From an optimization exercise on the open Yosys and OpenROAD flow, aimed at small area; shortcuts taken in it are not production practice.
RTL that was checked went through simulation tests only; none was proved equivalent to the original.
For run 2, only the layout was checked, not whether the RTL still works.
No driver is modelled on the clock port, so clocking that relies on it looks cheaper here than on a real chip.
No activity file was given, so power comes from the tool's default toggle rates.

==> flow/design.v <==
module lfsr #(
  parameter integer W = 64
)(
  input  wire clk,
  input  wire rstn,
  input  wire enable,
  output reg  [W-1:0] state
);
  wire feedback = state[63] ^ state[62] ^ state[60] ^ state[59];
  always @(posedge clk or negedge rstn) begin
    if (!rstn)
      state <= {W{1'b1}};
    else if (enable)
      state <= {state[W-2:0], feedback};
  end
endmodule
module uart_tx (
  input  wire [4:0]  k,
  input  wire [3:0]  s,
  input  wire [63:0] chal,
  input  wire        voted,
  output wire        tx
);
  wire [3:0] n = chal[{~k[3:0], 2'b00} +: 4];
  wire       hi = n[3] & (n[2] | n[1]);
  wire [7:0] hex = hi ? {4'h4, 1'b0, n[2] & (n[1] | n[0]), ~(n[1] ^ n[0]), ~n[0]}
                      : {4'h3, n};
  wire [7:0] other;
  assign other[7] = 1'b0;
  assign other[6] = k[3] ? ~k[0] : (k[0] & ~k[1]);
  assign other[5] = k[3] ?  k[0] : (~k[2] & (k[1] | ~k[0]));
  assign other[4] = k[0] & ~k[3];
  assign other[3] = ~(k[3] ^ k[0]);
  assign other[2] = k[3] ?  k[0] : (~k[0] & ~k[2]);
  assign other[1] = ~other[5];
  assign other[0] = k[3] ? ~k[0] : (k[0] & k[1] & voted);
  wire [7:0] ch = k[4] ? hex : other;
  assign tx = s[3] ? ch[s[2:0]] : ~(s[1] & s[0]);
endmodule
module top #(
  parameter integer N = 64
)(
  input  wire clk,
  input  wire btn_start,
  input  wire rstn,
  output wire uart_tx_o,
  output wire [7:0] leds,
  output wire puf_launch,
  output wire [N-1:0] puf_challenge,
  input  wire puf_response
);
  reg [2:0] btn_sync;
  always @(posedge clk or negedge rstn) begin
    if (!rstn) btn_sync <= 3'b000;
    else       btn_sync <= {btn_sync[1:0], btn_start};
  end
  reg  [4:0] k;           
  reg  [3:0] s;           
  reg  [9:0] c;           
  reg        voted;
  wire quiet = ~k[4] & k[2] & ~k[1] & k[0];    
  wire idle  = quiet & ~k[3];
  wire pre   = quiet &  k[3];
  wire start = idle & ~btn_sync[2] & btn_sync[1];
  wire step   = pre & (s == 4'd0);
  wire launch = pre &  s[0] & ~(s[3] & s[1]);
  wire sample = pre & ~s[0] & (s != 4'd0) & ~(s[3] & s[2]);
  wire vote   = pre & s[3] & s[1] & s[0];
  wire go     = pre & s[3] & s[2];
  wire tick = &c;
  wire lng  = (s == 4'd15) | (s == 4'd0);       
  wire [1:0] ones = c[1:0];
  always @(posedge clk) begin
    if (go)
      c <= 10'h006;
    else if (tick & ~quiet)
      c <= lng ? 10'h006 : 10'h00c;
    else begin
      c[9:2] <= c[8:1];
      if (start)
        c[1:0] <= 2'd0;
      else if (pre) begin
        if (sample & puf_response & ~&ones)
          c[1:0] <= ones + 2'd1;
      end else
        c[1:0] <= {c[0], c[9] ^ c[6]};
    end
    if (start)
      s <= 4'd0;
    else if (go)
      s <= 4'd6;
    else if (pre)
      s <= s + 4'd1;
    else if (tick)
      s <= (s == 4'd0) ? 4'd6 : s + 4'd1;
  end
  always @(posedge clk or negedge rstn) begin
    if (!rstn) begin
      k     <= 5'd5;
      voted <= 1'b0;
    end else begin
      if (start)
        k <= 5'd13;
      else if (go | (~quiet & tick & (s == 4'd0)))
        k <= k + 5'd1;
      if (vote) voted <= &ones;
    end
  end
  lfsr #(.W(N)) u_lfsr (
    .clk(clk), .rstn(rstn), .enable(step), .state(puf_challenge)
  );
  wire tx;
  uart_tx u_tx (.k(k), .s(s), .chal(puf_challenge), .voted(voted), .tx(tx));
  assign uart_tx_o  = quiet | tx;
  assign puf_launch = launch;
  assign leds       = {7'b0, voted};
endmodule
==> flow/flow/run.sh <==
#!/bin/bash
# Own layout flow: the standard synthesis, its combinational logic re-mapped
# for area (flow/resynth.py; registers untouched), then the standard ORFS
# layout with buf_1 port buffers, one tie cell for all constant outputs, and
# clock buffers shrunk after CTS while the clock pin slews stay low.
set -euo pipefail
W=$(pwd)
P=${FLOW_PLATFORM:-sky130hd}
R=$W/orfs/results/$P/top/base

bash standard.sh synth > $W/synth.log 2>&1
cp $R/1_2_yosys.v $W/1_2_yosys.std.v
mkdir -p $W/resynth
python3 $W/flow/resynth.py $W/1_2_yosys.std.v $W/1_2_yosys.rs.v $W/resynth > $W/resynth.log 2>&1
cp $W/resynth/resynth_summary.log $W/resynth_summary.log
cp $W/1_2_yosys.rs.v $R/1_2_yosys.v
rm -f $R/1_synth.odb $R/1_synth.sdc

bash standard.sh \
  "BUFFER_PORTS_ARGS=-buffer_cell sky130_fd_sc_hd__buf_1" \
  "CTS_ARGS=$(cat $W/flow/cts_args.txt)" \
  "POST_CTS_TCL=$W/flow/shrink_clk.tcl" \
  $(cat $W/flow/make_vars.txt) \
  finish > $W/layout.log 2>&1
==> flow/flow/abc_scripts.txt <==
strash; dch; amap
strash; dc2; dch; amap; strash; dch; amap
strash; &get -n; &deepsyn -T 45 -S 1; &put; dch; amap
strash; &get -n; &deepsyn -T 45 -S 2; &put; dch; amap
strash; &get -n; &deepsyn -T 45 -S 3; &put; dch; amap
strash; &get -n; &deepsyn -T 45 -S 4; &put; dch; amap
strash; &get -n; &deepsyn -T 45 -S 5; &put; dch; amap
strash; &get -n; &deepsyn -T 45 -S 6; &put; dch; amap
strash; &get -n; &deepsyn -T 45 -S 7; &put; dch; amap
strash; &get -n; &deepsyn -T 45 -S 8; &put; dch; amap
strash; &get -n; &deepsyn -T 45 -S 9; &put; dch; amap
strash; &get -n; &deepsyn -T 45 -S 10; &put; dch; amap
strash; &get -n; &deepsyn -T 45 -S 11; &put; dch; amap
strash; &get -n; &deepsyn -T 45 -S 12; &put; dch; amap
==> flow/flow/cts_args.txt <==
-sink_clustering_enable -repair_clock_nets -dont_use_dummy_load -buf_list {sky130_fd_sc_hd__clkbuf_8}
==> flow/flow/make_vars.txt <==
SKIP_REPAIR_TIE_FANOUT=1
==> flow/flow/resynth.py <==
#!/usr/bin/env python3
"""Re-map the combinational logic of the standard synthesis for area.

Registers keep their instance names and cell types. Each ABC script in
abc_scripts.txt is tried twice: on all the logic, and with the 2:1 muxes that
feed flip-flop D pins kept out of ABC and mapped afterwards to a22o cells that
share one inverter per select net. The smallest netlist is kept.

usage: resynth.py STD_NETLIST OUT_NETLIST WORKDIR
"""
import os, re, subprocess, sys

std, out, work = sys.argv[1:4]
here = os.path.dirname(os.path.abspath(__file__))
plat = os.environ.get("FLOW_PLATFORM", "sky130hd")
top = os.environ.get("FLOW_TOP", "top")
flow_home = os.environ["FLOW_HOME"]
lib = f"{flow_home}/platforms/{plat}/lib/sky130_fd_sc_hd__tt_025C_1v80.lib"
cfg = open(f"{flow_home}/platforms/{plat}/config.mk").read()
dont_use = sorted(set(re.findall(r"sky130_fd_sc_hd__(?:lpflow|probe)\w*", cfg)))
du_args = " ".join(f"-dont_use {c}" for c in dont_use)
SEQ = r"sky130_fd_sc_hd__(df|edf|sdf|sedf|dl)"


def keep_muxes(src):
    """Rename mux2 cells whose output drives a flip-flop D pin to KEEPMUX."""
    insts = list(re.finditer(r"^\s*(sky130_fd_sc_hd__\w+)\s+(\S+)\s*\((.*?)\);", src, re.M | re.S))
    dnets = set()
    for m in insts:
        if re.match(SEQ, m.group(1)):
            d = re.search(r"\.D\(([^)]*)\)", m.group(3))
            if d:
                dnets.add(d.group(1).strip())
    parts, last, n = [], 0, 0
    for m in insts:
        if re.match(r"sky130_fd_sc_hd__mux2_\d", m.group(1)):
            x = re.search(r"\.X\(([^)]*)\)", m.group(3))
            if x and x.group(1).strip() in dnets:
                parts += [src[last:m.start(1)], "KEEPMUX"]
                last = m.end(1)
                n += 1
    parts.append(src[last:])
    return "".join(parts), n


def map_kept(src):
    """KEEPMUX -> a22o_1, with one clkinv_1 per select net."""
    invs = {}

    def pin(body, p):
        return re.search(r"\." + p + r"\(([^)]*)\)", body).group(1).strip()

    def rep(m):
        ind, name, body = m.group(1), m.group(2), m.group(3)
        a0, a1, s, x = (pin(body, p) for p in ("A0", "A1", "S", "X"))
        sn = invs.setdefault(s, f"keepmux_sn_{len(invs)}")
        return (f"{ind}sky130_fd_sc_hd__a22o_1 {name} (\n    .A1({s}),\n    .A2({a1}),\n"
                f"    .B1({sn}),\n    .B2({a0}),\n    .X({x})\n  );")

    src = re.sub(r"^(\s*)KEEPMUX\s+(\S+)\s*\((.*?)\);", rep, src, flags=re.M | re.S)
    decl = "".join(f"  wire {sn};\n  sky130_fd_sc_hd__clkinv_1 {sn}_inv (\n    .A({s}),\n    .Y({sn})\n  );\n"
                   for s, sn in invs.items())
    i = src.rfind("endmodule")
    return src[:i] + decl + src[i:]


def yosys(script, log):
    with open(log, "w") as f:
        return subprocess.run(["yosys", "-q", "-l", log + ".yosys", "-p", script],
                              stdout=f, stderr=subprocess.STDOUT, timeout=900).returncode == 0


def area(netlist, log):
    st = netlist + ".stat"
    ok = yosys(f"read_liberty -lib {lib}; read_verilog {netlist}; hierarchy -top {top}; "
               f"tee -q -o {st} stat -liberty {lib}", log)
    if not ok:
        return None
    m = re.search(r"Chip area for module .*?: ([\d.]+)", open(st).read())
    return float(m.group(1)) if m else None


def run(idx, scr, keep, keep4, src=None):
    tag = f"rs_{idx}_{'k' if keep else 'p'}{'4' if keep4 else ''}"
    inp = src or std
    if keep and src is None:
        text, n = keep_muxes(open(std).read())
        if n == 0:
            return None, None, None
        inp = f"{work}/{tag}_in.v"
        open(inp, "w").write(text)
    mid = f"{work}/{tag}_mid.v"
    scr_q = scr.replace('"', '\\"')
    script = f"""
read_liberty -ignore_miss_func -overwrite -setattr liberty_cell {lib}
blackbox sky130_fd_sc_hd__df* sky130_fd_sc_hd__edf* sky130_fd_sc_hd__sdf* sky130_fd_sc_hd__sedf* sky130_fd_sc_hd__dl*
{'blackbox sky130_fd_sc_hd__mux4*' if keep4 else ''}
{'read_verilog -lib ' + work + '/keepmux_bb.v' if keep else ''}
read_verilog {inp}
hierarchy -top {top}
flatten
rename -hide w:*.*
opt -purge
abc -liberty {lib} {du_args} -script "+{scr_q}"
opt_clean -purge
hilomap -singleton -hicell sky130_fd_sc_hd__conb_1 HI -locell sky130_fd_sc_hd__conb_1 LO
splitnets
opt_clean -purge
write_verilog -noattr -nohex -nodec {mid}
"""
    if not yosys(script, f"{work}/{tag}.log"):
        return None, None, None
    res = f"{work}/{tag}.v"
    text = open(mid).read()
    open(res, "w").write(map_kept(text) if keep else text)
    return area(res, f"{work}/{tag}_area.log"), res, mid


scripts = [l.strip() for l in open(f"{here}/abc_scripts.txt") if l.strip() and not l.startswith("#")]
open(f"{work}/keepmux_bb.v", "w").write(
    "(* blackbox *)\nmodule KEEPMUX(input A0, input A1, input S, output X);\nendmodule\n")


def job(j):
    i, scr, keep, src = j
    try:
        return run(i, scr, keep, False, src)
    except subprocess.TimeoutExpired:
        return None, None, None


from concurrent.futures import ThreadPoolExecutor
best = (area(std, f"{work}/rs_std_area.log"), std, None, None)
log = open(f"{work}/resynth_summary.log", "w")
log.write(f"standard synthesis: {best[0]}\n")
rounds = int(os.environ.get("RESYNTH_ROUNDS", "3"))
for rnd in range(rounds):
    if rnd == 0:
        jobs = [(i, scr, keep, None) for i, scr in enumerate(scripts, 1) for keep in (False, True)]
    else:
        # start again from the best netlist so far (its kept muxes stay kept)
        if best[2] is None:
            break
        jobs = [(100 * rnd + i, scr, best[3], best[2]) for i, scr in enumerate(scripts, 1)]
    with ThreadPoolExecutor(int(os.environ.get("NUM_CORES", "4"))) as ex:
        results = list(ex.map(job, jobs))
    for (i, scr, keep, src), (a, res, mid) in zip(jobs, results):
        log.write(f"round {rnd} script {i} keep={keep}: {scr} -> {a}\n")
        if a is not None and (best[0] is None or a < best[0]):
            best = (a, res, mid, keep)
    log.write(f"round {rnd} best: {best[1]} ({best[0]})\n")
    log.flush()
log.write(f"best: {best[1]} ({best[0]})\n")
log.close()
open(out, "w").write(open(best[1]).read())
==> flow/flow/shrink_clk.tcl <==
# Shrink clock buffers while every flip-flop clock pin keeps a slew under
# the target (placement-estimated parasitics).
proc clk_max_slew {} {
  set mx 0
  foreach pin [get_pins -hierarchical */CLK] {
    foreach p {slew_max_rise slew_max_fall} {
      set s [get_property $pin $p]
      if {$s > $mx} {set mx $s}
    }
  }
  return $mx
}
set target [expr {[info exists ::env(CLK_SLEW_TARGET)] ? $::env(CLK_SLEW_TARGET) : 0.114}]
set sizes {sky130_fd_sc_hd__clkbuf_1 sky130_fd_sc_hd__clkbuf_2 sky130_fd_sc_hd__clkbuf_4 sky130_fd_sc_hd__clkbuf_8 sky130_fd_sc_hd__clkbuf_16}
set changed 1
while {$changed} {
  set changed 0
  foreach inst [[ord::get_db_block] getInsts] {
    set m [[$inst getMaster] getName]
    set i [lsearch $sizes $m]
    if {$i <= 0} continue
    set smaller [lindex $sizes [expr $i - 1]]
    set name [$inst getName]
    replace_cell $name $smaller
    estimate_parasitics -placement
    if {[clk_max_slew] > $target} {
      replace_cell $name $m
      estimate_parasitics -placement
    } else {
      puts "shrink_clk: $name $m -> $smaller"
      set changed 1
    }
  }
}
puts "shrink_clk: max clock pin slew [clk_max_slew]"
==> flow/standard.sh <==
#!/bin/bash
# synth_recipe.tcl (not shown) runs the flow's synth.tcl, then flattens the netlist and writes it again
# the make line also repeats each setting of config.mk as NAME=value (left out here)
make -C /OpenROAD-flow-scripts/flow DESIGN_CONFIG=/design/flow/config.mk WORK_HOME=/design/flow/orfs CLKGATE_MAP_FILE= SYNTH_SCRIPT=/design/flow/synth_recipe.tcl "${@:-finish}"
==> flow/config.mk <==
export PLATFORM = sky130hd
export DESIGN_NAME = top
export DESIGN_NICKNAME = top
export VERILOG_FILES = /design/flow/design.v
export SDC_FILE = /design/flow/constraint.sdc
export NUM_CORES = 4
export LEC_CHECK = 0
export CAP_MARGIN = 20
export CORE_MARGIN = 2
export CORE_UTILIZATION = 72
export PLACE_DENSITY = 0.82
export SLEW_MARGIN = 20
==> flow/constraint.sdc <==
create_clock -name core_clock -period 10.0 [get_ports {clk}]
set_input_delay 2.0000 -clock core_clock [delete_from_list [all_inputs] [get_ports {clk}]]
set_output_delay 2.0000 -clock core_clock [all_outputs]
set_load 0.01 [all_outputs]
==> impl_metrics.yaml, run 1 <==
logic_synthesis:
  netlist_area_mm2: 0.00373
  yosys_warnings: 2
  synth.avg_cell_area_um2: 10.8
  syn_inst: 345
  syn_nets: 349
global_route:
  grt_pass1_vias: 3102
  grt.total_usage: 0.352
  grt_overflow: 0
  grt_pass1_wl_um: 15900
  grt_max_degree: 74
  antenna_found_initial: 0
timing:
  slew_headroom: 0.443
  rsz0062_at_grt: "false"
  setup_viol: 0
  fin_skew_ns: 0.0383
  slew_violations: 0
  fin_ws_ns: 4.32
  timing.fmax_ghz: 0.176
  setup_tns_ns: 0
  tightest_slew_ns: 0.836
  finalHoldViolCount: 0
  period_share: 0.568
  min_period_ns: 5.68
placement:
  io_buffers: 70
  place_congestion: 0.915
  dp_hpwl_um: 6610
  place_ws_ns: 4.98
floorplanning:
  std_cell_rows: 26
  initial_core_util: 0.741
  die_h_um: 76.0
  fp.dieW_um: 76.0
  core_mm2: 0.00504
  pin_count: 78
  die-area_mm2: 0.00578
detailed_routing:
  dr.pass1.iters: 6
  vias_per_cell: 6.71
  vias: 3335
  drt-wirelength-per-cell_um: 19.3
  drc: 0
  wl_um: 9580
  ant_nets: 0
  dr.first_iter.drc_count: 366
critical_path:
  reg2reg_from: "k[2]"
  crit_start: "k[1]"
  worstPathMaxFanout: 10
  arrival_ns: 3.68
  crit_path_end_kind: "output port"
  crit_required_ns: 8.00
  crit_path_end: "uart_tx_o"
  critPathKind: "reg2out"
  r2r_setup_slack_ns: 6.10
  worstSetupStartpointType: "register"
  r2r_end: "u_lfsr.state[37]"
  worstRegToRegCells: 11
pwr:
  p_sw_frac: 0.207
  power.net_switching_uw: 106
  p_total_uw: 511
  clkPwrFrac: 0.295
  power_density_mw_per_mm2: 122
  comb_power_share: 0.014
  seqPwrFrac: 0.691
  leakage_uw: 0.00157
  power.internal_uw: 405
  vdd_drop_max_uv: 98.9
final_layout:
  final_nets: 433
  drive_gt1_frac: 0.185
  nFillCells: 309
  diodes: 0
  final_util: 0.832
  syn_to_final_growth_pct: 12.3
clocking:
  cts_tree: "built"
  clk_pin_slew_ns: 0.10
  cts.sinks: 87
  clk-insertion-delay-late_ns: 0.53
hold_path:
  hold_class: "reg2reg"
outcome:
  status: "finished clean"
run:
  cap_violations: 0
## layout by cell type (no fill, tap or decap), types with 7 or more instances in the layout
| cell type | instances |
|---|---|
| nand2_1 | 17 |
| clkinv_1 | 26 |
| buf_1 | 69 |
| a222oi_1 | 8 |
| nor2_1 | 55 |
| nor3_1 | 7 |
| a22o_1 | 64 |
| nand3_1 | 7 |
| dfxtp_1 | 14 |
| dfrtp_1 | 7 |
| a21oi_1 | 14 |
| nor4_1 | 7 |
| dfstp_2 | 66 |
| o21ai_0 | 15 |
## metal layers
layer  part of all wire  vias to the layer above  GRT usage
met1               0.40                     1624      0.494
met3               0.10                       24     0.0758
li1                   -                     1481          -
met5                  0                        -          0
met2               0.48                      206      0.555
met4              0.020                        0      0.122
## how the worst min path moves through the flow
| stage | startpoint | to | cells after the start |
|---|---|---|---|
| finish | btn_sync[0] | btn_sync[1] | 0 |
| global route | btn_sync[1] | btn_sync[2] | 0 |
| detailed placement | btn_sync[0] | btn_sync[1] | 0 |
| global placement | btn_sync[0] | btn_sync[1] | 0 |
| floorplan | btn_sync[0] | btn_sync[1] | 0 |
## flip-flops by register name (all words and copies together), names as in the netlist
register	count
voted	1
u_lfsr.state	64
s	4
c	10
btn_sync	3
k	5
## critical path: stages, from the launching register on
cell and delay, ns:
dfrtp_1 0.44, clkinv_1 0.18, nor2_1 0.56, a222oi_1 0.29
a32o_1 0.31, a221oi_1 0.33, nor2_1 0.08, nor2_1 0.17
nand2_1 0.12, o2111ai_1 0.21, o2111ai_1 0.15, nand3_1 0.10
nand3_1 0.09, buf_1 0.14
## metrics by stage
stage,hold WS [ns],cell area [um2],instances
after global routing,0.400,4190,497
after global placement,0.332,4110,488
after detailed placement,0.343,4110,488
after floorplan,0.331,3730,345
final,0.391,4190,497
## power by group through the flow
stage          Sequential [uW]  Clock, uW  Combinational, uW
3_3_place_gp               359          0               7.23
2_1_floorplan              359          0               1.34
5_1_grt                    353        171               8.24
3_5_place_dp               359          0               7.32
6_report                   353        151               7.11
## layout make-up
type | count | area [um2] | area share
multi-input cells | 232 | 1450 | 0.345
inverters | 26 | 97.6 | 0.0233
clock buffers | 9 | 83.8 | 0.0200
repair buffers | 73 | 287 | 0.0683
flip-flops and latches | 87 | 2190 | 0.522
well taps | 70 | 87.6 | 0.0209
==> run 2: changes to the inputs <==
--- a/flow/design.v
+++ b/flow/design.v
@@ -62,11 +62,11 @@
   wire idle  = quiet & ~k[3];
   wire pre   = quiet &  k[3];
   wire start = idle & ~btn_sync[2] & btn_sync[1];
-  wire step   = pre & (s == 4'd0);
-  wire launch = pre &  s[0] & ~(s[3] & s[1]);
-  wire sample = pre & ~s[0] & (s != 4'd0) & ~(s[3] & s[2]);
-  wire vote   = pre & s[3] & s[1] & s[0];
-  wire go     = pre & s[3] & s[2];
+  wire step   = pre & (s == 4'd9);
+  wire launch = pre & ~s[0] & (s != 4'd4);
+  wire sample = pre &  s[0] & (s != 4'd9) & (s != 4'd5);
+  wire vote   = pre & (s == 4'd4);
+  wire go     = pre & (s == 4'd5);
   wire tick = &c;
   wire lng  = (s == 4'd15) | (s == 4'd0);       
   wire [1:0] ones = c[1:0];
@@ -86,9 +86,7 @@
         c[1:0] <= {c[0], c[9] ^ c[6]};
     end
     if (start)
-      s <= 4'd0;
-    else if (go)
-      s <= 4'd6;
+      s <= 4'd9;
     else if (pre)
       s <= s + 4'd1;
     else if (tick)
==> impl_metrics.yaml, run 2 <==
placement:
  io_buffers: 70
  place_ws_ns: 4.46
  dp_hpwl_um: 6650
  place_congestion: 0.954
final_layout:
  final_cell_mix: "69 x buf_1, 67 x a22o_1, 66 x dfstp_2, 34 x nor2_1, 27 x clkinv_1"
  top_regs: "u_lfsr.state x64, c x10, k x5"
  diodes: 0
  final_util: 0.829
  largest_register_ffs: 64
  drive_gt1_frac: 0.189
  regMostFlops: "u_lfsr.state"
  syn_to_final_growth_pct: 12.2
  final_common_cell: "buf_1"
  ff_latch_area_mm2: 0.00219
  nFillCells: 328
  multi_input_area_mm2: 0.00146
  final_nets: 425
critical_path:
  crit_top_cell: "clkinv_1"
  worstPathMaxFanout: 9
  crit_path_end_kind: "output port"
  arrival_ns: 4.23
  reg2reg_from: "k[0]"
  critPathKind: "reg2out"
  worstRegToRegCells: 14
  worstSetupStartpointType: "register"
  crit_required_ns: 8.00
  cpMaxStageDelayCell: "dfstp_2"
  path_cells: "clkinv_1, nor2_1, clkinv_1, o22ai_1, nor3_1, nor4_1, a21oi_1, nor2b_1, or3_1, a31oi_1, nor4b_1, nand2b_1, buf_1"
  r2r_setup_slack_ns: 5.64
  r2r_end: "k[4]"
  cpPeakStageDelay_ns: 0.56
logic_synthesis:
  syn_nets: 341
  synth.avg_cell_area_um2: 11.1
  netlist_area_mm2: 0.00375
  syn_inst: 337
  yosys_warnings: 2
run:
  cap_violations: 0
pwr:
  p_total_uw: 508
  vdd_drop_max_uv: 127
  leakage_uw: 0.00152
  power_density_mw_per_mm2: 121
timing:
  timing.fmax_ghz: 0.161
  min_period_ns: 6.23
  slew_violations: 0
  fin_skew_ns: 0.0394
  setup_viol: 0
  fin_ws_ns: 3.77
  period_share: 0.623
  rsz0062_at_grt: "false"
  tightest_slew_ns: 0.840
  finalHoldViolCount: 0
  setup_tns_ns: 0
  hold_slack_ns: 0.353
  slew_headroom: 0.440
floorplanning:
  die_h_um: 76.2
  std_cell_rows: 26
  initial_core_util: 0.739
  core_mm2: 0.00507
  pin_count: 78
  fp.dieW_um: 76.2
  die-area_mm2: 0.00580
detailed_routing:
  dr.pass1.iters: 5
  ant_nets: 0
  drc: 0
  vias: 3302
  dr.first_iter.drc_count: 413
  wl_um: 9550
  vias_per_cell: 6.75
  drt-wirelength-per-cell_um: 19.5
global_route:
  grt_pass1_wl_um: 16000
  grt_pass1_vias: 3106
  grt.total_usage: 0.351
  grt_max_degree: 74
  antenna_found_initial: 0
  grt_overflow: 0
clocking:
  clk_pin_slew_ns: 0.09
  cts.sinks: 87
  cts_tree: "built"
  clk-insertion-delay-late_ns: 0.52
outcome:
  status: "finished clean"
hold_path:
  hold_depth: 0
  hp-start: "btn_sync[0]"
  whs_endpoint: "btn_sync[1]"
  hold_class: "reg2reg"
==> run 2: changes by cell type in the layout (fill, tap and decap cells not counted), moves of 4 or more <==
cell / before / now
o22ai_1: 5 / 13
nor4_1: 7 / 2
nand2_1: 17 / 12
o21ai_0: 15 / 10
a222oi_1: 8 / 2
a221oi_1: 1 / 5
nor2b_1: 4 / 8
nor2_1: 55 / 34
==> run 2: final cells by class <==
cell class                 count  share of cell area
sequential                    87               0.520
multi-input combinational    223               0.347
timing repair buffer          73              0.0681
inverter                      27              0.0241
tap                           70              0.0208
clock buffer                   9              0.0199
==> run 2: critical path, delay by kind of cell (launching register included) <==
family	cells	cell delay [ns]
simple gates	7	1.75
buf+inv	3	0.72
compound gates	3	0.69
flops	1	0.56
==> run 2: worst max-delay path by stage <==
stage / cells after the start / slack [ns] / endpoint / start
6_report: 13 / 3.77 / uart_tx_o / k[0]
5_1_grt: 13 / 3.44 / uart_tx_o / k[0]
3_5_place_dp: 13 / 4.46 / uart_tx_o / k[0]
3_3_place_gp: 13 / 4.73 / uart_tx_o / k[0]
2_1_floorplan: 12 / 5.18 / uart_tx_o / k[0]
==> run 2: report_power, final <==
| part | switching (uW) | internal (uW) |
|---|---|---|
| clock | 96.7 | 51.7 |
| combinational | 6.42 | 0.601 |
| sequential | 0.192 | 353 |
==> run 2: metal layers <==
layer | track usage | part of all wire | up-vias
met5 | 0 | 0 | -
met4 | 0.167 | 0.030 | 0
met3 | 0.0723 | 0.099 | 29
met2 | 0.506 | 0.46 | 222
met1 | 0.518 | 0.41 | 1578
li1 | - | - | 1473
==> run 2: per-stage QoR <==
step,area [um2],instances
2_1_floorplan,3750,337
3_5_place_dp,4130,480
3_3_place_gp,4130,480
5_1_grt,4210,489
6_report,4210,489
==> run 3: changes to the inputs <==
--- a/flow/design.v
+++ b/flow/design.v
@@ -62,11 +62,11 @@
   wire idle  = quiet & ~k[3];
   wire pre   = quiet &  k[3];
   wire start = idle & ~btn_sync[2] & btn_sync[1];
-  wire step   = pre & (s == 4'd9);
-  wire launch = pre & ~s[0] & (s != 4'd4);
-  wire sample = pre &  s[0] & (s != 4'd9) & (s != 4'd5);
-  wire vote   = pre & (s == 4'd4);
-  wire go     = pre & (s == 4'd5);
+  wire step   = pre & (s == 4'd0);
+  wire launch = pre &  s[0] & ~(s[3] & s[1]);
+  wire sample = pre & ~s[0] & (s != 4'd0) & ~(s[3] & s[2]);
+  wire vote   = pre & s[3] & s[1] & s[0];
+  wire go     = pre & s[3] & s[2];
   wire tick = &c;
   wire lng  = (s == 4'd15) | (s == 4'd0);       
   wire [1:0] ones = c[1:0];
@@ -86,7 +86,9 @@
         c[1:0] <= {c[0], c[9] ^ c[6]};
     end
     if (start)
-      s <= 4'd9;
+      s <= 4'd0;
+    else if (go)
+      s <= 4'd6;
     else if (pre)
       s <= s + 4'd1;
     else if (tick)
==> flow/flow/abc_scripts.txt (replaced) <==
strash; dch; amap
strash; dc2; dch; amap; strash; dch; amap
strash; &get -n; &deepsyn -T 60 -S 1; &put; dch; amap
strash; &get -n; &deepsyn -T 60 -S 2; &put; dch; amap
strash; &get -n; &deepsyn -T 60 -S 3; &put; dch; amap
strash; &get -n; &deepsyn -T 60 -S 4; &put; dch; amap
strash; &get -n; &deepsyn -T 60 -S 5; &put; dch; amap
strash; &get -n; &deepsyn -T 60 -S 6; &put; dch; amap
strash; &get -n; &deepsyn -T 60 -S 7; &put; dch; amap
strash; &get -n; &deepsyn -T 60 -S 8; &put; dch; amap
strash; &get -n; &deepsyn -T 60 -S 9; &put; dch; amap
strash; &get -n; &deepsyn -T 60 -S 10; &put; dch; amap
strash; &get -n; &deepsyn -T 60 -S 11; &put; dch; amap
strash; &get -n; &deepsyn -T 60 -S 12; &put; dch; amap
strash; &get -n; &deepsyn -T 60 -S 13; &put; dch; amap
strash; &get -n; &deepsyn -T 60 -S 14; &put; dch; amap
strash; &get -n; &deepsyn -T 60 -S 15; &put; dch; amap
strash; &get -n; &deepsyn -T 60 -S 16; &put; dch; amap
--- a/flow/flow/resynth.py
+++ b/flow/flow/resynth.py
@@ -133,7 +133,7 @@
 best = (area(std, f"{work}/rs_std_area.log"), std, None, None)
 log = open(f"{work}/resynth_summary.log", "w")
 log.write(f"standard synthesis: {best[0]}\n")
-rounds = int(os.environ.get("RESYNTH_ROUNDS", "3"))
+rounds = int(os.environ.get("RESYNTH_ROUNDS", "4"))
 for rnd in range(rounds):
     if rnd == 0:
         jobs = [(i, scr, keep, None) for i, scr in enumerate(scripts, 1) for keep in (False, True)]
==> impl_metrics.yaml, run 3 <==
detailed_routing:
  dr.pass1.iters: 11
  drc: 0
  vias_per_cell: 6.74
  dr.first_iter.drc_count: 420
  ant_nets: 0
  drt-wirelength-per-cell_um: 19.4
  vias: 3325
  wl_um: 9550
critical_path:
  cpPeakStageDelay_ns: 0.59
  path_buf_inv: 3
  crit_path_end_kind: "output port"
  critPathKind: "reg2out"
  path_delay_family: "simple AND/OR/NAND/NOR gates"
  cpMaxStageDelayCell: "nor2_1"
  crit_top_cell: "nor2_1"
  arrival_ns: 3.88
  crit_required_ns: 8.00
  worstSetupStartpointType: "register"
  path_cells: "clkinv_1, nor2_1, a222oi_1, and3_1, a21oi_1, clkinv_1, a221oi_1, nor2_1, nor2_1, nand2_1, a21oi_1, o21ai_0, o2111ai_1, nand3_1, nand3b_1, buf_1"
  worstPathMaxFanout: 11
floorplanning:
  die-area_mm2: 0.00577
  fp.dieW_um: 76.0
  std_cell_rows: 26
  initial_core_util: 0.739
  pin_count: 78
  die_h_um: 76.0
  core_mm2: 0.00504
timing:
  fin_skew_ns: 0.0389
  period_share: 0.588
  setup_tns_ns: 0
  setup_viol: 0
  hold_slack_ns: 0.381
  slew_violations: 0
  min_period_ns: 5.88
  slew_headroom: 0.368
  finalHoldViolCount: 0
  timing.fmax_ghz: 0.170
  rsz0062_at_grt: "false"
  tightest_slew_ns: 0.935
clocking:
  cts_tree: "built"
  clk-insertion-delay-late_ns: 0.54
  cts.sinks: 87
  clk_pin_slew_ns: 0.10
final_layout:
  top_regs: "u_lfsr.state x64, c x10, k x5"
  final_util: 0.831
  stdcell_area_mm2: 0.00419
  largest_register_ffs: 64
  syn_to_final_growth_pct: 12.5
  final_nets: 429
  final_cell_mix: "69 x buf_1, 66 x dfstp_2, 64 x a22o_1, 47 x nor2_1, 24 x clkinv_1"
  nFillCells: 310
  drive_gt1_frac: 0.187
  final_common_cell: "buf_1"
  diodes: 0
  regMostFlops: "u_lfsr.state"
pwr:
  vdd_drop_max_uv: 117
  leakage_uw: 0.00156
  power_density_mw_per_mm2: 123
outcome:
  status: "finished clean"
global_route:
  grt_overflow: 0
  grt_pass1_wl_um: 15500
  antenna_found_initial: 0
  grt_pass1_vias: 3122
  grt.total_usage: 0.340
  grt_max_degree: 74
logic_synthesis:
  synth.avg_cell_area_um2: 10.9
  syn_nets: 345
  yosys_warnings: 2
  syn_inst: 341
  netlist_area_mm2: 0.00373
placement:
  place_congestion: 0.981
  io_buffers: 70
  place_area_mm2: 0.00410
  dp_hpwl_um: 6550
hold_path:
  hold_class: "reg2reg"
run:
  cap_violations: 0
-- run 3: cell types whose count changed in the layout (fill, tap and decap cells not counted), moves of 3 or more --
cell,previous run,this run
nor2_1,34,47
nand2_1,12,20
o22ai_1,13,6
a222oi_1,2,7
a221oi_1,5,1
a211oi_1,1,4
a22o_1,67,64
clkinv_1,27,24
nand3_1,9,6
o221ai_1,3,0
or2_0,4,1
-- run 3: power breakdown --
part | leakage (uW) | internal, uW | switching [uW] | total (uW)
logic | 0.000626 | 0.620 | 6.37 | 6.99
registers | 0.000886 | 353 | 0.251 | 353
clock network | 0.0000513 | 55.9 | 101 | 157
-- run 3: stage by stage --
step / instances / power, uW / worst slack (ns)
after floorplan: 341 / 360 / 5.37
after global placement: 484 / 366 / 5.04
after detailed placement: 484 / 366 / 4.85
after global routing: 493 / 533 / 3.82
final: 493 / 517 / 4.12
-- run 3: layout make-up --
cell class	count	area [um2]	area share
Clock buffer	9	90.1	0.0215
Timing Repair Buffer	73	287	0.0684
Tap cell	70	87.6	0.0209
Inverter	24	90.1	0.0215
Sequential cell	87	2190	0.522
Multi-Input combinational cell	230	1450	0.345
-- run 3: worst paths after layout --
path                             start          end  slack [ns]  cells past startpoint
min                        btn_sync[1]  btn_sync[2]        0.38                      0
max reg2reg                       k[2]         k[3]        6.41                     11
min reg2reg                btn_sync[1]  btn_sync[2]        0.38                      0
max                               k[2]    uart_tx_o        4.12                     16
min in group asynchronous         rstn         k[1]        1.67                      2
max in group asynchronous         rstn  btn_sync[1]        7.79                      2
-- run 3: per-layer routing --
layer / up-vias / GRT usage / wire length, um
li1: 1475 / - / -
met1: 1579 / 0.475 / 3890
met4: 0 / 0.173 / 325
met2: 228 / 0.518 / 4430
met3: 43 / 0.0643 / 895
met5: - / 0 / 0

port drivers added, routing unchanged:
No port has a modelled driver above. Below, the same layouts with a new extraction and two added sets of constraints.
Step 1 assumes that a clkbuf_16 drives the clock port and a buf_2 every other input.
Step 2 moves the port delays by t, midway between the first and last clock arrival at a register: inputs arrive t later, outputs are due t later. That takes back most of the time a late clock gives input paths.
a / b / c = ideal / step 1 / step 2; a / b = the first two.
| run | shift t [ns] | setup WS [ns] | slew at the worst register clock pin (ns) |
|---|---|---|---|
| run 1 | 0.538 | 4.322 / 4.293 / 4.830 | 0.11 / 0.11 |
| run 2 | 0.526 | 3.771 / 3.744 / 4.270 | 0.11 / 0.11 |
| run 3 | 0.545 | 4.125 / 4.097 / 4.643 | 0.11 / 0.11 |
After both steps setup and hold are still met in every run listed.
